Source: an optimization exercise on an open RTL-to-GDS flow (aim: small area and a short achievable clock period). Production flows keep margins and buffers that such runs may drop.
Where RTL was checked, it was by simulation tests only, not by an equivalence proof against the original.
Only the layout flow was run in run 6; the RTL was not checked for function there.
The clock port is modelled as an ideal driver; clocking choices that lean on that would not hold on a real chip.
Power and IR drop assume default switching activity.

<file path="design/flow/config.mk">
export PLATFORM = sky130hd
export DESIGN_NAME = ALU_DESIGN
export DESIGN_NICKNAME = ALU_DESIGN
export VERILOG_FILES = /design/flow/design.v
export SDC_FILE = /design/flow/constraint.sdc
export NUM_CORES = 4
export LEC_CHECK = 0
export CAP_MARGIN = 20
export CORE_MARGIN = 2
export CORE_UTILIZATION = 40
export SETUP_SLACK_MARGIN = 2.33
export SLEW_MARGIN = 20
</file>
<file path="design/flow/constraint.sdc">
create_clock -name core_clock -period 5.0 [get_ports {CLK}]
set_input_delay 1.0000 -clock core_clock [delete_from_list [all_inputs] [get_ports {CLK}]]
set_output_delay 1.0000 -clock core_clock [all_outputs]
set_load 0.01 [all_outputs]
</file>
<file path="design/flow/design.v">
module ALU_DESIGN #(parameter DW = 8, CW = 4)(INP_VALID,OPA,OPB,CIN,CLK,RST,CMD,CE,MODE,COUT,OFLOW,RES,G,E,L,ERR);
  input [DW-1:0] OPA,OPB;
  input CLK,RST,CE,MODE,CIN;
  input [CW-1:0] CMD;
  input [1:0] INP_VALID;
  output reg [DW+1:0] RES;
  output reg COUT;
  output reg OFLOW;
  output reg G;
  output reg E;
  output reg L;
  output reg ERR;
  reg [7:0] A, B;
  reg [3:0] C;
  reg [4:0] W;
  reg VA, VB;
  reg [7:0] P, Q;
  always @(posedge CLK) begin
    if (INP_VALID[0]) A <= OPA;
    if (INP_VALID[1]) B <= OPB;
    if (|INP_VALID) C <= CMD;
  end
  always @(posedge CLK) begin
    if (RST) begin
      VA <= 1'b0;
      VB <= 1'b0;
    end else begin
      if (INP_VALID[0]) VA <= 1'b1;
      if (INP_VALID[1]) VB <= 1'b1;
    end
  end
  always @(posedge CLK) begin
    if (|INP_VALID)
      W[3:0] <= 4'd0;
    else if ((VA ^ VB) && !W[4])
      W[3:0] <= W[3:0] + 4'd1;
  end
  always @(posedge CLK) begin
    if (RST || (|INP_VALID))
      W[4] <= 1'b0;
    else if ((VA ^ VB) && (&W[3:0]))
      W[4] <= 1'b1;
  end
  wire timeout_err = !RST && W[4] && (INP_VALID == 2'b10 || (INP_VALID == 2'b01 && VB));
  wire c0  = (C == 4'd0);
  wire c1  = (C == 4'd1);
  wire c2  = (C == 4'd2);
  wire c3  = (C == 4'd3);
  wire c4  = (C == 4'd4);
  wire c5  = (C == 4'd5);
  wire c6  = (C == 4'd6);
  wire c7  = (C == 4'd7);
  wire c8  = (C == 4'd8);
  wire c9  = (C == 4'd9);
  wire c10 = (C == 4'd10);
  wire c11 = (C == 4'd11);
  wire c12 = (C == 4'd12);
  wire c13 = (C == 4'd13);
  wire xa    = C[3] ? C[0] : ~(C[2] & C[1]);
  wire x1    = ~C[3] & C[2] & C[1] & ~C[0];
  wire xp    = C[3] & C[1] & ~C[0];
  wire ybsel = ~C[3] & ~(C[2] & ~C[1]);
  wire yinv  = ~C[2] & C[0];
  wire y1    = ~C[3] & C[2] & ~C[1] & C[0];
  wire ci    = c1 | c7 | c10 | (c2 & CIN) | (c3 & ~CIN);
  wire [7:0] xl = ({8{xa}} & A) | ({8{xp}} & P) | {8{x1}};
  wire [7:0] yl = ({8{ybsel}} & (B ^ {8{yinv}})) | {8{y1}} | ({8{xp}} & ~Q);
  wire xh = x1;
  wire yh = (ybsel & yinv) | y1 | xp;
  wire [9:0] xx = {xh, xh, xl};
  wire [9:0] yy = {yh, yh, yl};
  wire [9:0] sxy = xx + yy;
  wire [9:0] pr = xx ^ yy;
  wire [9:0] cxy = sxy ^ pr;
  wire [9:0] pa;
  genvar gp;
  generate for (gp = 0; gp < 10; gp = gp + 1) begin : g_pa
    if (gp == 0) begin : g0
      assign pa[0] = 1'b1;
    end else begin : gn
      assign pa[gp] = &pr[gp-1:0];
    end
  end endgenerate
  wire [9:0] sum = pr ^ (cxy | (pa & {10{ci}}));
  wire a_lt_b = A < B;
  wire a_eq_b = A == B;
  wire [63:0] pp;
  genvar gi, gj;
  generate for (gi = 0; gi < 8; gi = gi + 1) begin : g_pp
    for (gj = 0; gj < 8; gj = gj + 1) begin : g_ppj
      assign pp[gi*8+gj] = P[gi] & Q[gj];
    end
  end endgenerate
  wire t1 = pp[6] ^ pp[13];
  wire t2 = pp[6] & pp[13];
  wire t3 = pp[7] ^ pp[14] ^ pp[21];
  wire t4 = (pp[7] & pp[14]) | (pp[7] & pp[21]) | (pp[14] & pp[21]);
  wire t5 = pp[28] ^ pp[35];
  wire t6 = pp[28] & pp[35];
  wire t7 = pp[15] ^ pp[22] ^ pp[29];
  wire t8 = (pp[15] & pp[22]) | (pp[15] & pp[29]) | (pp[22] & pp[29]);
  wire t9 = pp[36] ^ pp[43];
  wire t10 = pp[36] & pp[43];
  wire t11 = pp[23] ^ pp[30] ^ pp[37];
  wire t13 = pp[4] ^ pp[11];
  wire t14 = pp[4] & pp[11];
  wire t15 = pp[5] ^ pp[12] ^ pp[19];
  wire t16 = (pp[5] & pp[12]) | (pp[5] & pp[19]) | (pp[12] & pp[19]);
  wire t17 = pp[26] ^ pp[33];
  wire t18 = pp[26] & pp[33];
  wire t19 = pp[20] ^ pp[27] ^ pp[34];
  wire t20 = (pp[20] & pp[27]) | (pp[20] & pp[34]) | (pp[27] & pp[34]);
  wire t21 = pp[41] ^ pp[48] ^ t1;
  wire t22 = (pp[41] & pp[48]) | (pp[41] & t1) | (pp[48] & t1);
  wire t23 = pp[42] ^ pp[49] ^ pp[56];
  wire t24 = (pp[42] & pp[49]) | (pp[42] & pp[56]) | (pp[49] & pp[56]);
  wire t25 = t3 ^ t5 ^ t2;
  wire t26 = (t3 & t5) | (t3 & t2) | (t5 & t2);
  wire t27 = pp[50] ^ pp[57] ^ t7;
  wire t28 = (pp[50] & pp[57]) | (pp[50] & t7) | (pp[57] & t7);
  wire t29 = t9 ^ t4 ^ t6;
  wire t30 = (t9 & t4) | (t9 & t6) | (t4 & t6);
  wire t31 = pp[44] ^ pp[51] ^ pp[58];
  wire t33 = t11 ^ t8 ^ t10;
  wire t35 = pp[3] ^ pp[10];
  wire t36 = pp[3] & pp[10];
  wire t37 = pp[18] ^ pp[25] ^ pp[32];
  wire t38 = (pp[18] & pp[25]) | (pp[18] & pp[32]) | (pp[25] & pp[32]);
  wire t39 = pp[40] ^ t15 ^ t17;
  wire t40 = (pp[40] & t15) | (pp[40] & t17) | (t15 & t17);
  wire t41 = t19 ^ t21 ^ t16;
  wire t42 = (t19 & t21) | (t19 & t16) | (t21 & t16);
  wire t43 = t23 ^ t25 ^ t20;
  wire t44 = (t23 & t25) | (t23 & t20) | (t25 & t20);
  wire t45 = t27 ^ t29 ^ t24;
  wire t46 = (t27 & t29) | (t27 & t24) | (t29 & t24);
  wire t47 = t31 ^ t33 ^ t28;
  wire t49 = pp[2] ^ pp[9];
  wire t50 = pp[2] & pp[9];
  wire t51 = pp[17] ^ pp[24] ^ t35;
  wire t52 = (pp[17] & pp[24]) | (pp[17] & t35) | (pp[24] & t35);
  wire t53 = t13 ^ t37 ^ t36;
  wire t54 = (t13 & t37) | (t13 & t36) | (t37 & t36);
  wire t55 = t14 ^ t39 ^ t38;
  wire t56 = (t14 & t39) | (t14 & t38) | (t39 & t38);
  wire t57 = t18 ^ t41 ^ t40;
  wire t58 = (t18 & t41) | (t18 & t40) | (t41 & t40);
  wire t59 = t22 ^ t43 ^ t42;
  wire t60 = (t22 & t43) | (t22 & t42) | (t43 & t42);
  wire t61 = t26 ^ t45 ^ t44;
  wire t62 = (t26 & t45) | (t26 & t44) | (t45 & t44);
  wire t63 = t30 ^ t47 ^ t46;
  wire [9:0] mr1 = {t63, t61, t59, t57, t55, t53, t51, pp[16], pp[1], pp[0]};
  wire [9:0] mr2 = {t62, t60, t58, t56, t54, t52, t50, t49, pp[8], 1'b0};
  wire [9:0] prod = mr1 + mr2;
  wire [7:0] pinc, qinc;
  genvar gq;
  generate for (gq = 0; gq < 8; gq = gq + 1) begin : g_inc
    if (gq == 0) begin : g0
      assign pinc[0] = ~A[0];
      assign qinc[0] = ~B[0];
    end else begin : gn
      assign pinc[gq] = A[gq] ^ (&A[gq-1:0]);
      assign qinc[gq] = B[gq] ^ (&B[gq-1:0]);
    end
  end endgenerate
  wire lt0 = c1 | c3 | c5 | c6 | c7;
  wire lt1 = c1 | c4 | c6;
  wire lt2 = c1 | c4 | c7 | c8;
  wire lt3 = c0 | c5 | c8;
  wire [7:0] lfun = (A & B & {8{lt3}}) | (A & ~B & {8{lt2}}) | (~A & B & {8{lt1}}) | (~A & ~B & {8{lt0}});
  wire [7:0] lres = lfun |
      ({8{c9}}  & {A[6:0], 1'b0}) |
      ({8{c10 | c11}} & {B[6:0], 1'b0}) |
      {7'd0, c2 & (|A) & (|B)};
  wire s0 = B[0];
  wire s1 = B[1] ^ (C[0] & B[0]);
  wire s2 = B[2] ^ (C[0] & (B[1] | B[0]));
  wire [7:0] r1 = s0 ? {A[6:0], A[7]} : A;
  wire [7:0] r2 = s1 ? {r1[5:0], r1[7:6]} : r1;
  wire [7:0] r3 = s2 ? {r2[3:0], r2[7:4]} : r2;
  wire [7:0] lrot = (c12 | c13) ? r3 : 8'd0;
  wire [9:0] ares =
      ({10{~C[3] | c10}} & sum) |
      ({10{c9}} & prod);
  wire [9:0] res_n = MODE ? ares : {2'b00, lres | lrot};
  wire cout_n  = MODE & (c0 | c2) & sum[8];
  wire oflow_n = MODE & (c1 | c3) & a_lt_b;
  wire e_n     = MODE & c8 & a_eq_b;
  wire g_n     = MODE & c8 & ~a_lt_b & ~a_eq_b;
  wire l_n     = MODE & c8 & a_lt_b;
  wire err_n   = ~MODE & c12 & (|B[7:4]);
  wire upd = CE & (RST | (VA & VB));
  always @(posedge CLK) begin
    if (upd) begin
      RES   <= RST ? 10'd0 : res_n;
      COUT  <= !RST & cout_n;
      OFLOW <= !RST & oflow_n;
      G     <= !RST & g_n;
      E     <= !RST & e_n;
      L     <= !RST & l_n;
    end
  end
  always @(posedge CLK) begin
    if (timeout_err)
      ERR <= 1'b1;
    else if (upd)
      ERR <= !RST & err_n;
  end
  wire pq_upd = CE & (RST | (VA & VB & MODE & (c9 | c10)));
  always @(posedge CLK) begin
    if (pq_upd) begin
      P <= RST ? 8'd0 : (c9 ? pinc : {A[6:0], 1'b0});
      Q <= RST ? 8'd0 : (c9 ? qinc : B);
    end
  end
endmodule
</file>
<file path="design/flow/flow/run.sh">
#!/bin/bash
# Layout flow: the standard ORFS flow (standard.sh), with two changes:
#  - synthesis is the standard script (synth_recipe.tcl, ORFS synth.tcl) except
#    that full/half-adder extraction is off (ADDER_MAP_FILE empty) and the
#    final ABC mapping runs flow/syn.abc instead of ORFS's speed script;
#    the registers are unchanged (same passes up to dfflibmap);
#  - the port buffers are sky130_fd_sc_hd__buf_2 cells instead of the
#    default delay cells;
#  - after CTS, flow/skew.tcl delays the clock of the output registers
#    (useful skew for the register-to-register paths into them).
set -uo pipefail
W=$(pwd)
{
  head -n 1 synth_recipe.tcl
  cat <<EOT
proc abc {args} {
  set i [lsearch \$args -script]
  lset args [expr {\$i + 1}] $W/flow/syn.abc
  puts "flow/run.sh: abc \$args"
  yosys abc {*}\$args
}
EOT
  tail -n +2 synth_recipe.tcl
} > my_synth.tcl
bash standard.sh SYNTH_SCRIPT=$W/my_synth.tcl ADDER_MAP_FILE= \
  "BUFFER_PORTS_ARGS=-buffer_cell sky130_fd_sc_hd__buf_2" \
  "CTS_ARGS=-sink_clustering_enable -repair_clock_nets -dont_use_dummy_load" \
  POST_CTS_TCL=$W/flow/skew.tcl finish > flow_standard.log 2>&1
rc=$?
cp -r orfs/logs flow_orfs_logs 2>/dev/null
exit $rc
</file>
<file path="design/flow/flow/skew.tcl">
# Useful skew between registers: the output registers (RES and the flags)
# get their clock later than the registers that feed them (the second
# group, P and Q, has an empty chain here). Each group of
# target registers on one clock-tree leaf net gets a chain of delay cells.
proc skew_esc {s} { return [string map {[ \\[ ] \\]} $s] }
set skew_rx [list {^(RES\[[0-9]+\]|COUT|OFLOW|G|E|L|ERR)\$_} {^(P|Q)\[[0-9]+\]\$_}]
set skew_chain [list {sky130_fd_sc_hd__clkdlybuf4s50_1 sky130_fd_sc_hd__clkbuf_4} {}]
array unset skew_grp
foreach cell [get_cells *] {
  set name [get_full_name $cell]
  for {set gi 0} {$gi < 2} {incr gi} {
    if {[regexp [lindex $skew_rx $gi] $name]} {
      set pin [get_pins -quiet "[skew_esc $name]/CLK"]
      if {$pin eq ""} { continue }
      set net [get_full_name [get_nets -of_objects $pin]]
      lappend skew_grp([list $net $gi]) $pin
    }
  }
}
set nins 0
foreach key [lsort [array names skew_grp]] {
  lassign $key net gi
  set chain [lindex $skew_chain $gi]
  set curnet $net
  foreach bc $chain {
    set pins $skew_grp($key)
    insert_buffer -buffer_cell $bc -net [get_nets [skew_esc $curnet]] -load_pins $pins
    incr nins
    set curnet [get_full_name [get_nets -of_objects [lindex $pins 0]]]
  }
  puts "skew: group $gi on $net: [llength $skew_grp($key)] registers, now on $curnet"
}
puts "skew: inserted $nins cells"
# The skew must not be what makes the input paths meet timing: from here on
# the repair sees CIN and MODE, whose paths end mostly at the delayed
# registers, arriving later by more than the skew.
set_input_delay 1.85 -clock [get_clocks core_clock] [get_ports {CIN MODE}]
detailed_placement
estimate_parasitics -placement
repair_timing_helper
detailed_placement
check_placement -verbose
</file>
<file path="design/flow/flow/syn.abc">
strash
dch
map -D 2000
strash
dch
map -D 2000
topo
buffer -c
upsize -c -D 2000
dnsize -c -D 2000
stime -c
</file>
<file path="design/flow/standard.sh">
#!/bin/bash
# synth_recipe.tcl (not shown) runs the flow's synth.tcl, then flattens the netlist and writes it again
# the make line also repeats each setting of config.mk as NAME=value (left out here)
make -C /OpenROAD-flow-scripts/flow DESIGN_CONFIG=/design/flow/config.mk WORK_HOME=/design/flow/orfs CLKGATE_MAP_FILE= SYNTH_SCRIPT=/design/flow/synth_recipe.tcl "${@:-finish}"
</file>
==> out/metrics.csv, run 1 <==
stage,metric,value,unit
outcome,outcome,timing/DRC/antenna clean,
worst_setup_path,CP endpoint kind,register,
timing,period utilization,0.5306,
timing,Max Clk Rate,376.9,MHz
clock_network,Worst-Skew Late Latency,0.95,ns
global_routing,pin count of the biggest net entering global routing,23,
floorplan,core area,13400,µm²
yosys,yosys warns,1,
finish,layout cells sized above 1,0.2408,
timing,TNS Setup,0,ns
clock_network,Clock transition at path regs,0.05,ns
worst_setup_path,CP max stage cell,a2111o_1,
yosys,xor and xnor area share after synthesis,0.05807,
yosys,Synth cell types,61,
timing,Final Max Slew Viols,0,
finish,Ant. Diodes,0,
timing,fin crit period,2.653,ns
timing,Slew Limit Headroom,0.4512,
global_routing,Global Route Usage Sum,0.2537,
finish,final non-filler cell area,6889,µm²
floorplan,num rows,42,
worst_setup_path,worst stage delay on the critical path,0.38,ns
yosys,mux share of post-synthesis cell area,0.01446,
placed_design,Final GP Congestion,1.058,
yosys,Yosys reg bits,59,
floorplan,die height,121.7,µm
floorplan,IO Pins,43,
pwr,VDD IR max,148.0,µV
clock_network,CTS Sinks,59,
floorplan,die area,14800,µm²
routing,WL final,18160,µm
routing,DRT iter0 DRCs,534,
timing,RSZ-0062 raised after global routing,true,
routing,DR DRC count,0,
timing,"Hold Vio Cnt, Final",0,
worst_setup_path,Worst EP arrival,3.42,ns
worst_setup_path,"delay-heaviest family, CP",compound AO/OA/AOI/OAI gates,
worst_setup_path,Worst path most repeated cell,nand2_1,
yosys,synthesized area,5538,µm²
floorplan,chip width,121.7,µm
worst_setup_path,Worst Setup Path Type,in2reg,
clock_network,CTS tree,built,
timing,Worst Tran Pin Value,0.8223,ns
yosys,Synth Net Count,828,
worst_setup_path,CP bufs+invs,2,
routing,via count,5968,
routing,WL/cell,16.92,µm
global_routing,initial antenna violation count,0,
routing,final antenna-violating net count,0,
timing,Final Setup Violations,0,
yosys,post-synthesis async set-or-reset flop share,0,
global_routing,grt total ovfl,0,
yosys,largest family of logic cells by synthesized area,simple AND/OR/NAND/NOR gates,
pwr,Leak Pwr,3.081,nW
yosys,"Seq/Total Area, Yosys",0.3055,
routing,Pre-antenna DRT Iters,5,
worst_setup_path,maximum fanout along the worst path,3,
flow_run,Max Cap Viol,0,
placed_design,placed standard-cell area,5894,µm²
finish,fillers,1315,
yosys,Synth Area in Adders,0,
finish,Layout area overhead,24.40,%
yosys,"Top FF cell, synth",edfxtp_1,
yosys,number of synthesized flops with an enable pin,51,
yosys,simple-gate share of the synthesized area,0.3269,
worst_setup_path,worst endpoint required time,5.77,ns
worst_hold_path,hold crit path type,reg2reg,
worst_setup_path,Startpoint Class,input pin,
placed_design,Detailed Place HPWL,13360,µm
placed_design,IO Port Bufs,42,
pwr,PD cells,293.8,nW/µm²
floorplan,Initial Utilization,0.4133,
worst_setup_path,CP Cell Sequence,buf_6 > a2111o_1 > nand2_1 > inv_2 > nor2_4 > nor2_1 > nor2_1 > xnor2_1 > nand2_1 > o311ai_1 > nand2_1 > a31oi_1,
yosys,syn_area_per_cell,6.914,µm²
yosys,Synth Area in Compound Gates,0.2099,
yosys,post-synthesis cell count,801,
timing,Fin Clk Skew,0.6368,ns
global_routing,vias in the first global route,5560,
routing,Vias per Instance,5.562,
global_routing,global-route wire length before repair,29190,µm
finish,Nets,926,
==> per-stage QoR <==
step,power (W),worst slack [ns],hold slack [ns],cells,utilization
6_report,0.002024,2.347,0.1184,1073,0.5141
5_1_grt,0.002125,2.274,0.1831,1073,0.5141
3_5_place_dp,0.001271,1.919,0.4713,1003,0.4399
3_3_place_gp,0.001272,1.928,0.4662,1003,0.4399
2_1_floorplan,0.001113,2.355,0.4434,801,-
==> final timing paths <==
| check | startpoint | endpoint | slack (ns) | cells past startpoint |
|---|---|---|---|---|
| setup / recovery | CIN | RES[2]$_SDFFCE_PP0P_ | 2.35 | 12 |
| hold / removal | VA$_SDFFE_PP0P_ | ERR$_SDFFE_PP1P_ | 0.12 | 5 |
| setup reg to reg | C[2]$_DFFE_PP_ | Q[7]$_SDFFCE_PP0P_ | 2.63 | 12 |
| hold reg to reg | VA$_SDFFE_PP0P_ | ERR$_SDFFE_PP1P_ | 0.12 | 5 |
==> placed cells by master (no fill, tap or decap), types with 5 or more instances in the layout <==
master	count
xnor2_1	14
nand3_1	32
a22oi_1	5
nand4_1	6
o211ai_1	8
inv_2	12
o21ai_2	5
nand2_1	171
o221ai_1	8
buf_4	51
xor2_1	16
inv_1	84
nand2_2	22
nor3_1	15
mux2i_1	8
nor2_4	5
nand3_2	13
o21ai_0	42
nor2_2	7
edfxtp_1	51
nor2_1	103
a21oi_1	43
a31oi_1	6
clkbuf_16	9
o22ai_1	12
buf_2	40
a21oi_2	5
clkbuf_4	5
dfxtp_1	8
nor4_1	5
==> cell families after synthesis <==
kind of cell	after synthesis
multiplexers	8
flip-flops	59
AND/OR/NAND/NOR	400
buffers and inverters	119
AO/OA/AOI/OAI	180
XOR/XNOR	35
==> synthesized netlist by cell type, drive strengths merged, types with 2 or more instances <==
master,instances,area [µm²]
o311ai,3,26.28
buf,8,55.05
edfxtp,51,1531
o221ai,8,70.07
a22oi,5,37.54
a211oi,4,30.03
a221oi,4,35.03
nor4,5,31.28
a21o,3,30.02
and2,2,12.51
nand2,195,772.0
a21boi,3,22.52
o2111ai,3,26.28
or2,6,37.53
mux2i,8,80.08
nand3,48,302.8
o21ai,51,266.5
nand4,10,96.35
a41oi,2,17.52
o31ai,2,15.01
nor2,115,456.7
a31oi,6,37.54
o211ai,10,85.08
a2111oi,3,26.28
a21oi,50,254.0
dfxtp,8,160.2
nor3,17,85.08
xnor2,16,140.1
inv,100,375.4
xor2,19,181.4
clkbuf,10,37.54
o22ai,16,118.9
==> power breakdown <==
part | total [W] | internal [W] | switching (W) | leakage (nW)
clock | 0.000628 | 0.000402 | 0.000226 | 0.145
combinational | 0.000786 | 0.000296 | 0.000490 | 2.37
sequential | 0.000610 | 0.000573 | 0.0000368 | 0.564
total | 0.00202 | 0.00127 | 0.000752 | 3.08
==> registers in the layout, indices dropped and copies added, names as in the netlist <==
signal	cells
VA	1
VB	1
P	8
W	5
G	1
E	1
A	8
ERR	1
Q	8
RES	10
C	4
COUT	1
OFLOW	1
B	8
L	1
==> final cells by class <==
cell class | count | area (µm²) | area share
Inverter | 101 | 390.4 | 0.05667
Timing Repair Buffer | 97 | 654.4 | 0.09499
Tap cell | 176 | 220.2 | 0.03197
Sequential cell | 59 | 1692 | 0.2455
Multi-Input combinational cell | 623 | 3637 | 0.5280
==> layer usage <==
layer  global-route usage  up-vias  wire length [µm]
met3              0.04167       57              1220
met4              0.08621        0               552
li1                     -     2941                 -
met5                    0        -                 0
met2               0.4136      276              8355
met1               0.3426     2694              8029
==> worst register-to-register path: cells and delay by family, from the launching register on <==
| kind | cells | cell delay [ns] |
|---|---|---|
| buffers and inverters | 2 | 0.36 |
| flip-flops | 1 | 0.47 |
| AND/OR/NAND/NOR | 10 | 1.40 |
==> run 2, diff against run 1 <==
==> design/flow/flow/syn.abc (replaced) <==
strash
dch
map -D 2100
strash
dch
map -D 2100
topo
buffer -c
upsize -c -D 2100
dnsize -c -D 2100
stime -c
--- a/design/flow/config.mk
+++ b/design/flow/config.mk
@@ -8,5 +8,5 @@
 export CAP_MARGIN = 20
 export CORE_MARGIN = 2
 export CORE_UTILIZATION = 40
-export SETUP_SLACK_MARGIN = 2.33
+export SETUP_SLACK_MARGIN = 2.3
 export SLEW_MARGIN = 20
==> out/metrics.csv, run 2 <==
stage,metric,value,unit,change
pwr,clock share of power,0.306,,-0.004
routing,final antenna-violating net count,0,,unchanged
yosys,"area leader, netlist",edfxtp_1,,
placed_design,Detailed Place HPWL,14110,µm,+5.6%
floorplan,chip width,119.7,µm,-1.6%
yosys,Synth Net Count,800,,-3.4%
worst_setup_path,worst endpoint required time,5.65,ns,-0.12 ns
floorplan,die area,14320,µm²,-3.2%
placed_design,IO Port Bufs,42,,unchanged
yosys,number of synthesized flops with an enable pin,51,,unchanged
floorplan,core area,13140,µm²,-2.0%
finish,Layout area overhead,29.17,%,
timing,Fin Clk Skew,0.6303,ns,-0.006560 ns
yosys,cell with the most instances after synthesis,nand2_1,,
finish,most frequent cells in the layout,"nand2_1, nor2_1, inv_1, buf_4, o21ai_0",,
finish,"most common cell after layout, fill and taps aside",nand2_1,,
outcome,outcome,timing/DRC/antenna clean,,
finish,layout cells sized above 1,0.2475,,+0.006689
timing,Slew Limit Headroom,0.4678,,+0.01661
yosys,ranking of synthesized cells by area,"edfxtp_1, nand2_1, nor2_1",,
yosys,Yosys reg bits,59,,unchanged
yosys,yosys warns,1,,unchanged
global_routing,initial antenna violation count,0,,unchanged
timing,RSZ-0062 raised after global routing,true,,
pwr,VDD IR max,188.3,µV,+27%
timing,Worst Tran Pin Value,0.7910,ns,-0.03130 ns
placed_design,Final GP Congestion,0.9891,,-6.5%
worst_setup_path,Worst Setup Path Type,in2reg,,
routing,WL final,19380,µm,+6.7%
global_routing,pin count of the biggest net entering global routing,21,,-8.7%
floorplan,Initial Utilization,0.4074,,-0.005830
routing,Pre-antenna DRT Iters,5,,unchanged
timing,period utilization,0.5748,,+0.04423
worst_hold_path,hold crit path type,reg2reg,,
pwr,PD cells,303.0,nW/µm²,+3.2%
worst_setup_path,Worst EP arrival,3.53,ns,+0.11 ns
worst_setup_path,CP endpoint kind,register,,
yosys,post-synthesis async set-or-reset flop share,0,,unchanged
yosys,"Seq/Total Area, Yosys",0.3160,,+0.01057
global_routing,global-route wire length before repair,29900,µm,+2.4%
clock_network,CTS tree,built,,
timing,Max Clk Rate,347.9,MHz,-7.7%
worst_setup_path,Startpoint Class,input pin,,
global_routing,grt total ovfl,0,,unchanged
yosys,syn_area_per_cell,6.924,µm²,+0.16%
floorplan,IO Pins,43,,unchanged
pwr,Combinational Power Share,0.401,,+0.013
timing,fin crit period,2.874,ns,+0.2211 ns
yosys,Synth top area share,0.2861,,+0.009567
floorplan,die height,119.7,µm,-1.6%
timing,TNS Setup,0,ns,unchanged
pwr,internal power,0.001326,W,+4.3%
pwr,Leak Pwr,3.110,nW,+0.97%
clock_network,Worst-Skew Late Latency,0.96,ns,about the same
global_routing,vias in the first global route,5781,,+4.0%
timing,"Hold Vio Cnt, Final",0,,unchanged
clock_network,CTS Sinks,59,,unchanged
worst_setup_path,maximum fanout along the worst path,2,,-1
routing,DRT iter0 DRCs,594,,+11%
routing,via count,6136,,+2.8%
timing,Fin Hold WS,0.02939,ns,-0.08897 ns
routing,DR DRC count,0,,unchanged
routing,WL/cell,18.06,µm,+6.7%
yosys,post-synthesis cell count,773,,-3.5%
routing,Vias per Instance,5.719,,+2.8%
yosys,"Top FF cell, synth",edfxtp_1,,
timing,Final Setup Violations,0,,unchanged
floorplan,num rows,42,,unchanged
clock_network,Clock transition at path regs,0.05,ns,about the same
global_routing,Global Route Usage Sum,0.2722,,+0.01852
yosys,leading cell types by count after synthesis,"nand2_1, nor2_1, inv_1",,
finish,max FFs per register,10,,unchanged
yosys,Synth cell types,62,,+1.6%
finish,Nets,926,,unchanged
finish,Ant. Diodes,0,,unchanged
pwr,sequential share of power,0.293,,-0.009
flow_run,Max Cap Viol,0,,unchanged
pwr,Sw Ratio,0.3672,,-0.004601
finish,Reg with most FFs,RES,,
pwr,net switching power of the design,0.0007693,W,+2.2%
timing,Final Max Slew Viols,0,,unchanged
yosys,synthesized area,5353,µm²,-3.3%
run 2: cell types whose count changed in the layout (fill, tap and decap cells not counted), moves of 8 or more:
| cell | previous run | this run |
|---|---|---|
| nand2_1 | 171 | 156 |
| inv_1 | 84 | 72 |
| buf_6 | 3 | 11 |
| xor2_1 | 16 | 24 |
| o21ai_0 | 42 | 52 |
| nand3_1 | 32 | 41 |
| buf_4 | 51 | 72 |
run 2: logic make-up (layout without fill, tap and decap cells):
logic type                after synthesis  count (layout)  synth area share
DFF                                    59              59            0.3160
AOI/OAI and AO/OA                     181             181            0.2097
buffers and inverters                 106             230           0.08135
muxes                                   8               8           0.01496
and+or+nand+nor                       377             377            0.3079
xor gates and xnor gates               42              42           0.07013
run 2: worst max-delay path, stage by stage:
cell,delay [ns]
buf_6,0.10
a2111o_1,0.41
nand2_2,0.13
nor3_4,0.06
o21ai_2,0.15
nand2_2,0.08
buf_4,0.14
buf_6,0.10
buf_4,0.12
xnor2_1,0.11
a21oi_1,0.20
a21oi_1,0.09
run 2: layer usage:
layer | wire length, µm | global-route usage | part of all wire
met5 | 0 | 0 | 0
met4 | 969 | 0.1507 | 0.050
met3 | 1398 | 0.06179 | 0.072
met2 | 8843 | 0.4300 | 0.46
met1 | 8164 | 0.3443 | 0.42
run 2: path summary, 6_finish.rpt:
| path | startpoint | end | slack [ns] | cells after the start |
|---|---|---|---|---|
| max | CIN | RES[5]$_SDFFCE_PP0P_ | 2.13 | 12 |
| min reg2reg | W[4]$_SDFFE_PP0P_ | ERR$_SDFFE_PP1P_ | 0.03 | 2 |
| min | W[4]$_SDFFE_PP0P_ | ERR$_SDFFE_PP1P_ | 0.03 | 2 |
| max reg2reg | C[3]$_DFFE_PP_ | RES[5]$_SDFFCE_PP0P_ | 2.47 | 19 |
run 2: power groups by stage:
stage | clock network, W | registers (W) | logic (W)
after global placement | 0 | 0.000634 | 0.000623
final | 0.000642 | 0.000613 | 0.000840
after global routing | 0.000680 | 0.000616 | 0.000912
after floorplan | 0 | 0.000606 | 0.000493
after detailed placement | 0 | 0.000635 | 0.000634
run 2: stage by stage:
stage                     setup slack, ns  total power, W  instances  utilization  instance area, µm²
final                               2.126        0.002095       1073       0.5263                6914
after global routing                2.093        0.002208       1073       0.5263                6914
after detailed placement            1.660        0.001269        975       0.4341                5703
after global placement              1.688        0.001258        975       0.4341                5703
after floorplan                     2.302        0.001098        773            -                5353
run 2: layout make-up:
| class | count | area, µm² |
|---|---|---|
| flip-flops and latches | 59 | 1692 |
| repair buffers | 124 | 872.1 |
| inverters | 87 | 344.1 |
| multi-input cells | 608 | 3473 |
| well taps | 176 | 220.2 |
| fillers | 1282 | 6223 |
==> run 3, diff against run 2 <==
==> design/flow/flow/syn.abc (replaced) <==
strash
dch
map -D 1900
strash
dch
map -D 1900
topo
buffer -c
upsize -c -D 1900
dnsize -c -D 1900
stime -c
==> out/metrics.csv, run 3 <==
stage,metric,value,unit,change
worst_setup_path,worst stage delay on the critical path,0.16,ns,-0.25 ns
worst_setup_path,Reg2Reg Depth,12,,-7
worst_setup_path,maximum fanout along the worst path,3,,+1
placed_design,Final GP Congestion,1.022,,+3.4%
floorplan,num rows,43,,+2.4%
yosys,Yosys reg bits,59,,unchanged
routing,WL/cell,16.75,µm,-7.2%
yosys,"Top FF cell, synth",edfxtp_1,,
pwr,Leak Pwr,3.080,nW,-0.99%
placed_design,Place WS,1.912,ns,+0.2519 ns
yosys,post-synthesis cell count,814,,+5.3%
floorplan,die area,14810,µm²,+3.4%
pwr,VDD IR max,167.5,µV,-11%
timing,fin crit period,2.695,ns,-0.1787 ns
timing,Max Clk Rate,371.0,MHz,+6.6%
worst_setup_path,CP endpoint kind,register,,
routing,DR DRC count,0,,unchanged
timing,"Hold Vio Cnt, Final",0,,unchanged
finish,"most common cell after layout, fill and taps aside",nand2_1,,
finish,most frequent cells in the layout,"nand2_1, nor2_1, inv_1, o21ai_0, edfxtp_1",,
finish,Nets,940,,+1.5%
worst_setup_path,CP max stage cell,a21oi_2,,
routing,WL final,18280,µm,-5.7%
finish,Ant. Diodes,0,,unchanged
worst_hold_path,hold crit path type,reg2reg,,
timing,post-route setup slack,2.305,ns,+0.1787 ns
yosys,post-synthesis async set-or-reset flop share,0,,unchanged
routing,DRT iter0 DRCs,674,,+13%
routing,final antenna-violating net count,0,,unchanged
yosys,leading cell types by count after synthesis,"nand2_1, nor2_1, inv_1",,
worst_hold_path,hold depth,4,,+2
finish,max FFs per register,10,,unchanged
global_routing,initial antenna violation count,0,,unchanged
global_routing,global-route wire length before repair,28680,µm,-4.1%
clock_network,CTS tree,built,,
yosys,cell with the most instances after synthesis,nand2_1,,
yosys,number of synthesized flops with an enable pin,51,,unchanged
worst_setup_path,Startpoint Class,input pin,,
timing,TNS Setup,0,ns,unchanged
placed_design,IO Port Bufs,42,,unchanged
yosys,syn_area_per_cell,6.809,µm²,-1.7%
pwr,Total Power,0.002039,W,-2.7%
timing,Final Max Slew Viols,0,,unchanged
routing,Vias per Instance,5.692,,-0.46%
timing,period utilization,0.5391,,-0.03574
yosys,synthesized area,5543,µm²,+3.6%
timing,Worst Tran Pin Value,0.7795,ns,-0.01146 ns
floorplan,chip width,121.7,µm,+1.7%
placed_design,Detailed Place HPWL,13480,µm,-4.4%
yosys,Synth top area share,0.2763,,-0.009817
floorplan,Initial Utilization,0.4040,,-0.003416
global_routing,Global Route Usage Sum,0.2494,,-0.02281
floorplan,IO Pins,43,,unchanged
global_routing,pin count of the biggest net entering global routing,21,,unchanged
flow_run,Max Cap Viol,0,,unchanged
pwr,PD cells,299.7,nW/µm²,-1.1%
yosys,Synth Net Count,841,,+5.1%
timing,RSZ-0062 raised after global routing,true,,
yosys,yosys warns,1,,unchanged
routing,via count,6210,,+1.2%
worst_setup_path,worst endpoint required time,5.66,ns,about the same
yosys,ranking of synthesized cells by area,"edfxtp_1, nand2_1, nor2_1",,
yosys,Synth cell types,56,,-9.7%
global_routing,vias in the first global route,5698,,-1.4%
floorplan,core area,13720,µm²,+4.4%
clock_network,Clock transition at path regs,0.05,ns,about the same
yosys,"area leader, netlist",edfxtp_1,,
finish,Layout area overhead,22.75,%,
finish,Reg with most FFs,RES,,
worst_setup_path,CP Cell Sequence,buf_8 > nor2_4 > a21oi_2 > nand3_2 > nand2_1 > nand2_2 > nand2_2 > nand3_4 > a31oi_4 > o21ai_2 > a21oi_2 > nand2_2 > nand2_1 > nand2_1 > a31oi_2 > a21oi_1,,
finish,layout cells sized above 1,0.2075,,-0.04003
timing,Fin Clk Skew,0.6355,ns,+0.005285 ns
outcome,outcome,timing/DRC/antenna clean,,
yosys,"Seq/Total Area, Yosys",0.3052,,-0.01084
clock_network,Worst-Skew Late Latency,0.95,ns,about the same
worst_setup_path,Worst EP arrival,3.36,ns,-0.17 ns
routing,Pre-antenna DRT Iters,7,,+2
timing,Slew Limit Headroom,0.4780,,+0.01022
floorplan,die height,121.7,µm,+1.7%
worst_setup_path,Worst Setup Path Type,in2reg,,
global_routing,grt total ovfl,0,,unchanged
timing,Final Setup Violations,0,,unchanged
clock_network,CTS Sinks,59,,unchanged
-- run 3: cell count changes in the layout (fill, tap and decap cells not counted), moves of 6 or more --
cell	change
buf_6	-9
nand4_1	+9
o211ai_1	-6
nand2_1	+16
nor2_1	+11
inv_1	+18
buf_4	-23
a21oi_2	+6
xor2_1	-7
inv_2	+8
o221ai_1	+10
-- run 3: cells by family after synthesis --
kind of cell,share of synthesized area
flops,0.3052
mux,0.01445
compound gates,0.2239
buf+inv,0.08962
simple gates,0.3108
xor+xnor,0.05598
-- run 3: area by class of cell --
cell class | count | area, µm²
tap | 180 | 225.2
inverter | 108 | 412.9
fill | 1398 | 6915
multi-input combinational | 631 | 3538
timing repair buffer | 94 | 623.1
sequential | 59 | 1692
-- run 3: report_power, final --
group / internal [W] / switching [W] / total (W)
clock: 0.000423 / 0.000219 / 0.000641
combinational: 0.000298 / 0.000483 / 0.000781
sequential: 0.000574 / 0.0000432 / 0.000617
total: 0.00129 / 0.000745 / 0.00204
-- run 3: worst paths after layout --
path                                      start              endpoint  slack (ns)
worst max register to register   C[2]$_DFFE_PP_    Q[7]$_SDFFCE_PP0P_        2.48
worst min-delay path            VB$_SDFFE_PP0P_      ERR$_SDFFE_PP1P_        0.12
worst max-delay path                        CIN  RES[7]$_SDFFCE_PP0P_        2.30
worst min register to register  VB$_SDFFE_PP0P_      ERR$_SDFFE_PP1P_        0.12
-- run 3: metrics by stage --
step,utilization,hold WS [ns],instance area (µm²),cells
after floorplan,-,0.4434,5543,814
after global placement,0.4308,0.4673,5911,1022
after detailed placement,0.4308,0.4649,5911,1022
after global routing,0.4959,0.1683,6804,1091
final,0.4959,0.1218,6804,1091
-- run 3: critical path, delay by kind of cell --
family | cells | cell delay [ns]
buffers and inverters | 1 | 0.08
and+or+nand+nor | 9 | 0.68
AOI/OAI and AO/OA | 6 | 0.76
-- run 3: routing by layer --
layer	global-route usage	part of all wire
met5	0	0
met4	0.09770	0.032
met1	0.3307	0.43
met3	0.05197	0.082
met2	0.3996	0.45
==> run 4, diff against run 3 <==
--- a/design/flow/flow/skew.tcl
+++ b/design/flow/flow/skew.tcl
@@ -2,6 +2,11 @@
 # get their clock later than the registers that feed them (the second
 # group, P and Q, has an empty chain here). Each group of
 # target registers on one clock-tree leaf net gets a chain of delay cells.
+# The clock-tree leaf buffers drive a dozen registers at most: a smaller
+# buffer is enough.
+foreach cell [get_cells clkbuf_*_f_CLK] {
+  replace_cell $cell sky130_fd_sc_hd__clkbuf_8
+}
 proc skew_esc {s} { return [string map {[ \\[ ] \\]} $s] }
 set skew_rx [list {^(RES\[[0-9]+\]|COUT|OFLOW|G|E|L|ERR)\$_} {^(P|Q)\[[0-9]+\]\$_}]
 set skew_chain [list {sky130_fd_sc_hd__clkdlybuf4s50_1 sky130_fd_sc_hd__clkbuf_4} {}]
==> design/flow/flow/syn.abc (replaced) <==
strash
dch
map -D 2000
strash
dch
map -D 2000
topo
buffer -c
upsize -c -D 2000
dnsize -c -D 2000
stime -c
==> out/metrics.csv, run 4 <==
stage,metric,value,unit,change
worst_setup_path,CP Cell Sequence,buf_8 > a21oi_2 > a2111o_1 > nand2_1 > inv_2 > nand3_4 > o21ai_2 > a21oi_2 > or2_1 > nand3_2 > nand2_2 > nand2_2 > nand3_2 > o22ai_1,,
finish,"most common cell after layout, fill and taps aside",nand2_1,,
pwr,Sw Ratio,0.3916,,+0.02638
pwr,Total Power,0.001859,W,-8.8%
timing,Max Clk Rate,365.2,MHz,-1.6%
finish,Ant. Diodes,0,,unchanged
worst_setup_path,Worst Setup Path Type,in2reg,,
placed_design,Final GP Congestion,1.058,,+3.5%
clock_network,Clock transition at path regs,0.07,ns,+0.02 ns
worst_setup_path,CP endpoint kind,register,,
yosys,Synth top area share,0.2765,,about the same
yosys,leading cell types by count after synthesis,"nand2_1, nor2_1, inv_1",,
placed_design,Detailed Place HPWL,13360,µm,-0.89%
routing,Pre-antenna DRT Iters,5,,-2
routing,via count,5919,,-4.7%
worst_setup_path,CP max stage cell,a2111o_1,,
timing,Final Setup Violations,0,,unchanged
timing,Worst Tran Pin Value,0.8650,ns,+0.08547 ns
clock_network,CTS tree,built,,
floorplan,chip width,121.7,µm,about the same
worst_setup_path,"delay-heaviest family, CP",compound AO/OA/AOI/OAI gates,,
floorplan,die height,121.7,µm,about the same
worst_setup_path,worst endpoint required time,5.66,ns,about the same
routing,DR DRC count,0,,unchanged
timing,fin crit period,2.738,ns,+0.04299 ns
pwr,sequential share of power,0.328,,+0.026
timing,period utilization,0.5477,,+0.008598
floorplan,IO Pins,43,,unchanged
pwr,VDD IR max,133.5,µV,-20%
timing,Final Max Slew Viols,0,,unchanged
yosys,"area leader, netlist",edfxtp_1,,
finish,fillers,1339,,-4.2%
timing,RSZ-0062 raised after global routing,true,,
finish,Layout area overhead,22.48,%,
global_routing,initial antenna violation count,0,,unchanged
yosys,"Seq/Total Area, Yosys",0.3055,,about the same
yosys,"Top FF cell, synth",edfxtp_1,,
worst_setup_path,worst stage delay on the critical path,0.41,ns,+0.25 ns
pwr,Combinational Power Share,0.419,,+0.036
finish,max FFs per register,10,,unchanged
timing,Slew Limit Headroom,0.4227,,-0.05533
timing,Fin Clk Skew,0.6420,ns,+0.006421 ns
pwr,Leak Pwr,3.030,nW,-1.6%
finish,Reg with most FFs,RES,,
routing,DRT iter0 DRCs,508,,-25%
pwr,clock share of power,0.254,,-0.061
yosys,synthesized area,5538,µm²,about the same
worst_setup_path,CP bufs+invs,2,,+1
worst_setup_path,Startpoint Class,input pin,,
outcome,outcome,timing/DRC/antenna clean,,
yosys,ranking of synthesized cells by area,"edfxtp_1, nand2_1, nor2_1",,
global_routing,vias in the first global route,5528,,-3.0%
finish,final non-filler cell area,6783,µm²,-0.31%
yosys,Synth cell types,61,,+8.9%
finish,layout cells sized above 1,0.2380,,+0.03052
timing,TNS Setup,0,ns,unchanged
pwr,internal power,0.001131,W,-13%
worst_hold_path,hold crit path type,reg2reg,,
routing,WL/cell,16.92,µm,+0.97%
pwr,net switching power of the design,0.0007279,W,-2.2%
yosys,number of synthesized flops with an enable pin,51,,unchanged
clock_network,Worst-Skew Late Latency,0.92,ns,-0.03 ns
yosys,yosys warns,1,,unchanged
yosys,post-synthesis async set-or-reset flop share,0,,unchanged
yosys,post-synthesis cell count,801,,-1.6%
routing,WL final,18120,µm,-0.88%
placed_design,placed standard-cell area,5894,µm²,-0.28%
placed_design,IO Port Bufs,42,,unchanged
global_routing,Global Route Usage Sum,0.2530,,+0.003596
finish,most frequent cells in the layout,"nand2_1, nor2_1, inv_1, edfxtp_1, buf_4",,
yosys,cell with the most instances after synthesis,nand2_1,,
pwr,PD cells,274.1,nW/µm²,-8.5%
global_routing,pin count of the biggest net entering global routing,23,,+9.5%
finish,Nets,924,,-1.7%
floorplan,num rows,42,,-2.3%
yosys,syn_area_per_cell,6.914,µm²,+1.5%
global_routing,global-route wire length before repair,29120,µm,+1.5%
yosys,Yosys reg bits,59,,unchanged
routing,Vias per Instance,5.527,,-2.9%
worst_setup_path,Worst EP arrival,3.40,ns,+0.04 ns
floorplan,core area,13400,µm²,-2.3%
yosys,Synth Net Count,828,,-1.5%
flow_run,Max Cap Viol,0,,unchanged
finish,final core utilization,0.5062,,+0.01022
floorplan,die area,14800,µm²,about the same
timing,"Hold Vio Cnt, Final",0,,unchanged
floorplan,Initial Utilization,0.4133,,+0.009246
clock_network,CTS Sinks,59,,unchanged
global_routing,grt total ovfl,0,,unchanged
worst_setup_path,maximum fanout along the worst path,4,,+1
routing,final antenna-violating net count,0,,unchanged
[run 4: cell families after synthesis]
kind of cell,Yosys count,synth area share
AND/OR/NAND/NOR,400,0.3269
AO/OA/AOI/OAI,180,0.2099
buffers and inverters,119,0.08518
flip-flops,59,0.3055
XOR/XNOR,35,0.05806
multiplexers,8,0.01446
[run 4: final cells by class]
cell class                 instances  area [µm²]  share of cell area
sequential                        59        1692              0.2494
tap                              176       220.2             0.03247
inverter                         101       390.4             0.05755
timing repair buffer              95       643.1             0.09482
multi-input combinational        623        3632              0.5355
[run 4: worst paths after layout]
| path | endpoint | from | cells after the start | slack [ns] |
|---|---|---|---|---|
| min | ERR$_SDFFE_PP1P_ | VA$_SDFFE_PP0P_ | 5 | 0.12 |
| max | RES[8]$_SDFFCE_PP0P_ | CIN | 14 | 2.26 |
| max reg2reg | Q[7]$_SDFFCE_PP0P_ | C[2]$_DFFE_PP_ | 12 | 2.58 |
| min reg2reg | ERR$_SDFFE_PP1P_ | VA$_SDFFE_PP0P_ | 5 | 0.12 |
[run 4: per-layer routing]
layer / vias to the layer above / GRT usage / part of all wire
met4: 0 / 0.08477 / 0.025
met5: - / 0 / 0
met1: 2712 / 0.3426 / 0.44
li1: 2931 / - / -
met2: 235 / 0.4119 / 0.46
met3: 41 / 0.04167 / 0.067
[run 4: metrics by stage]
stage	hold WS (ns)	worst slack [ns]	instances
final	0.1202	2.262	1071
after detailed placement	0.4713	1.919	1003
after global placement	0.4662	1.928	1003
after global routing	0.1845	2.209	1071
after floorplan	0.4434	2.355	801
[run 4: worst register-to-register path: cells and delay by family (launching register included)]
family	cells	cell delay, ns
and+or+nand+nor	10	1.43
DFF	1	0.47
buffers and inverters	2	0.38
[run 4: power groups by stage]
stage,combinational (W),sequential [W],clock (W)
6_report,0.000778,0.000609,0.000471
5_1_grt,0.000857,0.000613,0.000493
3_5_place_dp,0.000643,0.000628,0
3_3_place_gp,0.000644,0.000628,0
2_1_floorplan,0.000508,0.000605,0
==> run 5, diff against run 4 <==
--- a/design/flow/flow/skew.tcl
+++ b/design/flow/flow/skew.tcl
@@ -5,7 +5,7 @@
 # The clock-tree leaf buffers drive a dozen registers at most: a smaller
 # buffer is enough.
 foreach cell [get_cells clkbuf_*_f_CLK] {
-  replace_cell $cell sky130_fd_sc_hd__clkbuf_8
+  replace_cell $cell sky130_fd_sc_hd__clkbuf_4
 }
 proc skew_esc {s} { return [string map {[ \\[ ] \\]} $s] }
 set skew_rx [list {^(RES\[[0-9]+\]|COUT|OFLOW|G|E|L|ERR)\$_} {^(P|Q)\[[0-9]+\]\$_}]
==> out/metrics.csv, run 5 <==
stage,metric,value,unit,change
floorplan,Initial Utilization,0.4133,,unchanged
yosys,ranking of synthesized cells by area,"edfxtp_1, nand2_1, nor2_1",,
finish,Ant. Diodes,0,,unchanged
worst_setup_path,CP max stage cell,a2111o_1,,
timing,Fin Clk Skew,0.6599,ns,+0.01794 ns
worst_setup_path,maximum fanout along the worst path,4,,unchanged
timing,fin crit period,2.701,ns,-0.03732 ns
worst_setup_path,CP endpoint kind,register,,
worst_hold_path,beginning of the worst hold path,VA$_SDFFE_PP0P_,,
yosys,post-synthesis async set-or-reset flop share,0,,unchanged
finish,Layout area overhead,21.17,%,
flow_run,Max Cap Viol,0,,unchanged
floorplan,core area,13400,µm²,unchanged
pwr,net switching power of the design,0.0007164,W,-1.6%
routing,DRT iter0 DRCs,470,,-7.5%
timing,Final Max Slew Viols,0,,unchanged
finish,register area,1692,µm²,unchanged
placed_design,Final GP Congestion,1.058,,unchanged
worst_setup_path,worst endpoint required time,5.66,ns,about the same
global_routing,initial antenna violation count,0,,unchanged
clock_network,Worst-Skew Late Latency,0.94,ns,+0.02 ns
pwr,Combinational Power Share,0.435,,+0.016
worst_setup_path,Worst EP arrival,3.36,ns,-0.04 ns
yosys,"Top FF cell, synth",edfxtp_1,,
finish,area of the multi-input gates,3628,µm²,-0.10%
yosys,leading cell types by count after synthesis,"nand2_1, nor2_1, inv_1",,
finish,Nets,922,,-0.22%
pwr,Leak Pwr,2.999,nW,-1.0%
timing,post-route setup slack,2.299,ns,+0.03732 ns
routing,DR DRC count,0,,unchanged
worst_setup_path,CP Cell Sequence,buf_6 > a2111o_1 > nand2_1 > inv_2 > nand3_4 > o21ai_2 > a21oi_2 > or2_1 > nand3_2 > nand2_2 > nand2_2 > nand3_2 > o22ai_1,,
global_routing,global-route wire length before repair,29070,µm,-0.17%
clock_network,Clock transition at path regs,0.09,ns,+0.02 ns
floorplan,chip width,121.7,µm,unchanged
yosys,syn_area_per_cell,6.914,µm²,unchanged
timing,TNS Setup,0,ns,unchanged
worst_setup_path,Worst Setup Path Type,in2reg,,
yosys,synthesized area,5538,µm²,unchanged
timing,Final Setup Violations,0,,unchanged
pwr,internal power,0.001059,W,-6.4%
routing,Vias per Instance,5.543,,+0.29%
finish,Reg with most FFs,RES,,
pwr,sequential share of power,0.343,,+0.015
routing,Pre-antenna DRT Iters,6,,+1
outcome,outcome,timing/DRC/antenna clean,,
yosys,"area leader, netlist",edfxtp_1,,
timing,"Hold Vio Cnt, Final",0,,unchanged
finish,final non-filler cell total,1069,,-0.19%
pwr,Sw Ratio,0.4036,,+0.01202
placed_design,Detailed Place HPWL,13360,µm,unchanged
yosys,Yosys reg bits,59,,unchanged
floorplan,die area,14800,µm²,unchanged
pwr,PD cells,264.5,nW/µm²,-3.5%
finish,most frequent cells in the layout,"nand2_1, nor2_1, inv_1, edfxtp_1, buf_4",,
finish,layout cells sized above 1,0.2352,,-0.002826
timing,Worst Tran Pin Value,0.8432,ns,-0.02185 ns
pwr,clock share of power,0.222,,-0.032
yosys,yosys warns,1,,unchanged
placed_design,Place WS,1.919,ns,unchanged
timing,Slew Limit Headroom,0.4373,,+0.01458
placed_design,IO Port Bufs,42,,unchanged
worst_hold_path,hold crit path type,reg2reg,,
worst_setup_path,worst stage delay on the critical path,0.38,ns,-0.03 ns
finish,max FFs per register,10,,unchanged
clock_network,CTS Sinks,59,,unchanged
timing,period utilization,0.5402,,-0.007464
clock_network,CTS tree,built,,
yosys,post-synthesis cell count,801,,unchanged
yosys,Synth Net Count,828,,unchanged
global_routing,grt total ovfl,0,,unchanged
routing,WL/cell,16.99,µm,+0.47%
floorplan,num rows,42,,unchanged
timing,RSZ-0062 raised after global routing,true,,
global_routing,vias in the first global route,5527,,-0.018%
finish,fillers,1342,,+0.22%
worst_setup_path,FF-to-FF Start,C[2]$_DFFE_PP_,,
yosys,Synth cell types,61,,unchanged
routing,WL final,18170,µm,+0.28%
worst_setup_path,Startpoint Class,input pin,,
placed_design,placed insts,1003,,unchanged
worst_setup_path,R2R setup slack,2.59,ns,about the same
worst_setup_path,crit path from,CIN,,
pwr,VDD IR max,125.8,µV,-5.8%
yosys,cell with the most instances after synthesis,nand2_1,,
finish,"most common cell after layout, fill and taps aside",nand2_1,,
pwr,Total Power,0.001775,W,-4.5%
yosys,number of synthesized flops with an enable pin,51,,unchanged
floorplan,IO Pins,43,,unchanged
timing,Max Clk Rate,370.2,MHz,+1.4%
yosys,Synth top area share,0.2765,,unchanged
routing,via count,5925,,+0.10%
yosys,"Seq/Total Area, Yosys",0.3055,,unchanged
floorplan,die height,121.7,µm,unchanged
global_routing,pin count of the biggest net entering global routing,23,,unchanged
routing,final antenna-violating net count,0,,unchanged
global_routing,Global Route Usage Sum,0.2526,,-0.0003967
[run 5: cell counts after synthesis]
Identical to the previous run, type by type.
[run 5: stage by stage]
step / hold WS (ns) / cell area (µm²) / util
after floorplan: 0.4434 / 5542 / -
after global placement: 0.4662 / 5894 / 0.4399
after detailed placement: 0.4713 / 5894 / 0.4399
after global routing: 0.1854 / 6710 / 0.5007
final: 0.1184 / 6710 / 0.5007
[run 5: area by class of cell]
type | count | share of cell area
multi-input combinational | 623 | 0.5407
sequential | 59 | 0.2521
timing repair buffer | 93 | 0.09304
inverter | 101 | 0.05818
tap | 176 | 0.03282
[run 5: per-layer routing]
metal	up-vias	track usage	share of wire
met5	-	0	0
met4	0	0.08477	0.028
met3	50	0.04120	0.070
met2	244	0.4122	0.46
met1	2695	0.3414	0.44
li1	2936	-	-
[run 5: kinds of logic (layout without fill, tap and decap cells)]
group                  after synthesis  in the layout  share of synthesized area
AO/OA/AOI/OAI                      180            180                     0.2099
XOR/XNOR                            35             35                    0.05806
buffers and inverters              119            211                    0.08518
flip-flops                          59             59                     0.3055
multiplexers                         8              8                    0.01446
AND/OR/NAND/NOR                    400            400                     0.3269
[run 5: worst paths after layout]
| kind | endpoint | depth (start not counted) |
|---|---|---|
| hold / removal | ERR$_SDFFE_PP1P_ | 5 |
| setup reg to reg | Q[7]$_SDFFCE_PP0P_ | 12 |
| setup / recovery | RES[8]$_SDFFCE_PP0P_ | 13 |
| hold reg to reg | ERR$_SDFFE_PP1P_ | 5 |
[run 5: worst max-delay path, delay by kind of cell]
family	cells	cell delay, ns
compound gates	4	0.68
simple gates	7	0.64
buf+inv	2	0.16
[run 5: power groups by stage]
stage                     Sequential [W]  Combinational [W]  Clock (W)
after floorplan                 0.000605           0.000508          0
after global placement          0.000628           0.000644          0
after detailed placement        0.000628           0.000643          0
after global routing            0.000613           0.000850   0.000414
final                           0.000609           0.000773   0.000394
==> run 6, diff against run 5 <==
--- a/design/flow/design.v
+++ b/design/flow/design.v
@@ -180,9 +180,10 @@
   wire [7:0] r2 = s1 ? {r1[5:0], r1[7:6]} : r1;
   wire [7:0] r3 = s2 ? {r2[3:0], r2[7:4]} : r2;
   wire [7:0] lrot = (c12 | c13) ? r3 : 8'd0;
+  reg Z;
   wire [9:0] ares =
-      ({10{~C[3] | c10}} & sum) |
-      ({10{c9}} & prod);
+      ({10{~C[3] | (c10 & ~Z)}} & sum) |
+      ({10{c9 & ~Z}} & prod);
   wire [9:0] res_n = MODE ? ares : {2'b00, lres | lrot};
   wire cout_n  = MODE & (c0 | c2) & sum[8];
   wire oflow_n = MODE & (c1 | c3) & a_lt_b;
@@ -207,11 +208,17 @@
     else if (upd)
       ERR <= !RST & err_n;
   end
-  wire pq_upd = CE & (RST | (VA & VB & MODE & (c9 | c10)));
+  wire pq_upd = CE & ~RST & VA & VB & MODE & (c9 | c10);
+  always @(posedge CLK) begin
+    if (CE & RST)
+      Z <= 1'b1;
+    else if (pq_upd)
+      Z <= 1'b0;
+  end
   always @(posedge CLK) begin
     if (pq_upd) begin
-      P <= RST ? 8'd0 : (c9 ? pinc : {A[6:0], 1'b0});
-      Q <= RST ? 8'd0 : (c9 ? qinc : B);
+      P <= c9 ? pinc : {A[6:0], 1'b0};
+      Q <= c9 ? qinc : B;
     end
   end
 endmodule
--- a/design/flow/flow/skew.tcl
+++ b/design/flow/flow/skew.tcl
@@ -2,11 +2,6 @@
 # get their clock later than the registers that feed them (the second
 # group, P and Q, has an empty chain here). Each group of
 # target registers on one clock-tree leaf net gets a chain of delay cells.
-# The clock-tree leaf buffers drive a dozen registers at most: a smaller
-# buffer is enough.
-foreach cell [get_cells clkbuf_*_f_CLK] {
-  replace_cell $cell sky130_fd_sc_hd__clkbuf_4
-}
 proc skew_esc {s} { return [string map {[ \\[ ] \\]} $s] }
 set skew_rx [list {^(RES\[[0-9]+\]|COUT|OFLOW|G|E|L|ERR)\$_} {^(P|Q)\[[0-9]+\]\$_}]
 set skew_chain [list {sky130_fd_sc_hd__clkdlybuf4s50_1 sky130_fd_sc_hd__clkbuf_4} {}]
--- a/design/flow/config.mk
+++ b/design/flow/config.mk
@@ -8,5 +8,5 @@
 export CAP_MARGIN = 20
 export CORE_MARGIN = 2
 export CORE_UTILIZATION = 40
-export SETUP_SLACK_MARGIN = 2.3
+export SETUP_SLACK_MARGIN = 2.35
 export SLEW_MARGIN = 20
==> out/metrics.csv, run 6 <==
stage,metric,value,unit,change
outcome,outcome,timing/DRC/antenna clean,,
placed_design,IO Port Bufs,42,,unchanged
yosys,ranking of synthesized cells by area,"edfxtp_1, nand2_1, nor2_1",,
finish,layout cells sized above 1,0.2558,,+0.02063
global_routing,vias in the first global route,5872,,+6.2%
pwr,PD cells,247.0,nW/µm²,-6.6%
timing,TNS Setup,0,ns,unchanged
routing,WL/cell,18.44,µm,+8.5%
yosys,"Seq/Total Area, Yosys",0.3142,,+0.008726
timing,Max Clk Rate,354.3,MHz,-4.3%
yosys,leading cell types by count after synthesis,"nand2_1, nor2_1, inv_1",,
placed_design,Final GP Congestion,1.037,,-2.1%
global_routing,grt total ovfl,0,,unchanged
clock_network,Worst-Skew Late Latency,0.93,ns,about the same
timing,post-route setup slack,2.178,ns,-0.1212 ns
timing,RSZ-0062 raised after global routing,true,,
yosys,Synth cell types,59,,-3.3%
worst_hold_path,hold crit path type,reg2reg,,
yosys,post-synthesis async set-or-reset flop share,0,,unchanged
floorplan,die area,14570,µm²,-1.6%
routing,Vias per Instance,5.647,,+1.9%
global_routing,pin count of the biggest net entering global routing,18,,-22%
floorplan,chip width,120.7,µm,-0.79%
clock_network,CTS tree,built,,
timing,"Hold Vio Cnt, Final",0,,unchanged
timing,period utilization,0.5645,,+0.02425
worst_setup_path,FF-to-FF Start,C[0]$_DFFE_PP_,,
worst_setup_path,maximum fanout along the worst path,4,,unchanged
worst_setup_path,Startpoint Class,input pin,,
worst_setup_path,CP endpoint kind,register,,
routing,DRT iter0 DRCs,504,,+7.2%
timing,Slew Limit Headroom,0.4506,,+0.01335
routing,final antenna-violating net count,0,,unchanged
timing,Final Max Slew Viols,0,,unchanged
timing,fin crit period,2.822,ns,+0.1212 ns
clock_network,Clock transition at path regs,0.07,ns,-0.02 ns
finish,"most common cell after layout, fill and taps aside",nand2_1,,
finish,Layout area overhead,30.78,%,
yosys,cell with the most instances after synthesis,nand2_1,,
worst_hold_path,hold depth,4,,-1
clock_network,CTS Sinks,60,,+1.7%
worst_setup_path,worst endpoint required time,5.68,ns,+0.02 ns
placed_design,Detailed Place HPWL,14440,µm,+8.1%
yosys,Synth top area share,0.2811,,+0.004573
finish,final core utilization,0.5359,,+0.03511
routing,Pre-antenna DRT Iters,6,,unchanged
global_routing,initial antenna violation count,1,,+1
pwr,VDD IR max,206.5,µV,+64%
timing,Fin Hold WS,0.2071,ns,+0.08875 ns
placed_design,placed standard-cell area,5852,µm²,-0.72%
yosys,"Top FF cell, synth",edfxtp_1,,
timing,Final Setup Violations,0,,unchanged
yosys,syn_area_per_cell,6.984,µm²,+1.0%
finish,most frequent cells in the layout,"nand2_1, nor2_1, inv_1, buf_4, o21ai_0",,
timing,Worst Tran Pin Value,0.8165,ns,-0.02663 ns
finish,final non-filler cell area,7124,µm²,+6.2%
routing,WL final,19980,µm,+10%
worst_hold_path,beginning of the worst hold path,VB$_SDFFE_PP0P_,,
floorplan,num rows,42,,unchanged
yosys,Synth Net Count,807,,-2.5%
floorplan,core area,13300,µm²,-0.78%
worst_setup_path,Worst EP arrival,3.50,ns,+0.14 ns
routing,DR DRC count,0,,unchanged
worst_setup_path,Worst Setup Path Type,in2reg,,
finish,Nets,936,,+1.5%
routing,via count,6116,,+3.2%
yosys,number of synthesized flops with an enable pin,51,,unchanged
worst_hold_path,"Endpoint, Worst Hold",ERR$_SDFFE_PP1P_,,
worst_setup_path,r2r endpoint,P[2]$_DFFE_PP_,,
yosys,"area leader, netlist",edfxtp_1,,
floorplan,Initial Utilization,0.4097,,-0.003509
yosys,Yosys reg bits,60,,+1.7%
yosys,post-synthesis cell count,780,,-2.6%
timing,Fin Clk Skew,0.6183,ns,-0.04157 ns
global_routing,global-route wire length before repair,31270,µm,+7.6%
finish,max FFs per register,10,,unchanged
pwr,Leak Pwr,3.193,nW,+6.5%
yosys,synthesized area,5448,µm²,-1.6%
worst_setup_path,R2R setup slack,2.43,ns,-0.16 ns
global_routing,Global Route Usage Sum,0.2797,,+0.02703
placed_design,Place WS,1.594,ns,-0.3249 ns
floorplan,die height,120.7,µm,-0.79%
finish,Reg with most FFs,RES,,
worst_setup_path,Reg2Reg Depth,11,,-1
finish,Ant. Diodes,0,,unchanged
flow_run,Max Cap Viol,0,,unchanged
floorplan,IO Pins,43,,unchanged
yosys,yosys warns,1,,unchanged
-- run 6: how the worst max path moves through the flow --
stage / from / endpoint / depth (start not counted)
2_1_floorplan: C[0]$_DFFE_PP_ / RES[8]$_SDFFCE_PP0P_ / 17
3_3_place_gp: B[0]$_DFFE_PP_ / RES[4]$_SDFFCE_PP0P_ / 11
3_5_place_dp: P[0]$_SDFFCE_PN0P_ / RES[7]$_SDFFCE_PP0P_ / 17
5_1_grt: CIN / RES[8]$_SDFFCE_PP0P_ / 15
6_report: CIN / COUT$_DFFE_PP_ / 15
-- run 6: cell families (layout without fill, tap and decap cells) --
kind of cell,Yosys count,count (layout),synth area share
buffers and inverters,120,246,0.09279
AOI/OAI and AO/OA,189,189,0.2141
muxes,5,5,0.009187
xor gates and xnor gates,47,47,0.07694
and+or+nand+nor,359,360,0.2928
DFF,60,60,0.3142
-- run 6: worst max-delay path, stage by stage --
cell	delay (ns)
buf_6	0.07
inv_2	0.03
o21ai_2	0.13
nand3_2	0.13
nand2_4	0.12
nor4_4	0.04
nor3b_2	0.25
o21a_4	0.17
o21ai_4	0.06
buf_12	0.13
nand3_2	0.05
o21ai_2	0.07
and2_4	0.15
o21ai_4	0.15
nor2_1	0.07
-- run 6: per-stage QoR --
stage                     power (W)  std cells
after floorplan           0.0009124        780
after detailed placement   0.001042        985
after global routing       0.001838       1083
after global placement     0.001040        985
final                      0.001760       1083
-- run 6: cell type report --
class                   count  area, µm²
fillers                  1286       6171
inverters                 102      414.1
multi-input cells         601       3495
flip-flops and latches     60       1712
well taps                 176      220.2
repair buffers            127      988.4
-- run 6: layer usage --
| metal | global-route usage | part of all wire | vias up | routed length (µm) |
|---|---|---|---|---|
| li1 | - | - | 2928 | - |
| met1 | 0.3513 | 0.41 | 2850 | 8250 |
| met2 | 0.4686 | 0.48 | 277 | 9571 |
| met3 | 0.04575 | 0.071 | 59 | 1417 |
| met4 | 0.1308 | 0.036 | 2 | 721 |
| met5 | 0 | 0.00065 | - | 13 |
-- run 6: power breakdown --
part | leakage [nW] | switching, W | internal, W | total, W
clock network | 0.145 | 0.000208 | 0.000400 | 0.000608
logic | 2.49 | 0.000337 | 0.000209 | 0.000546
registers | 0.560 | 0.0000304 | 0.000574 | 0.000605
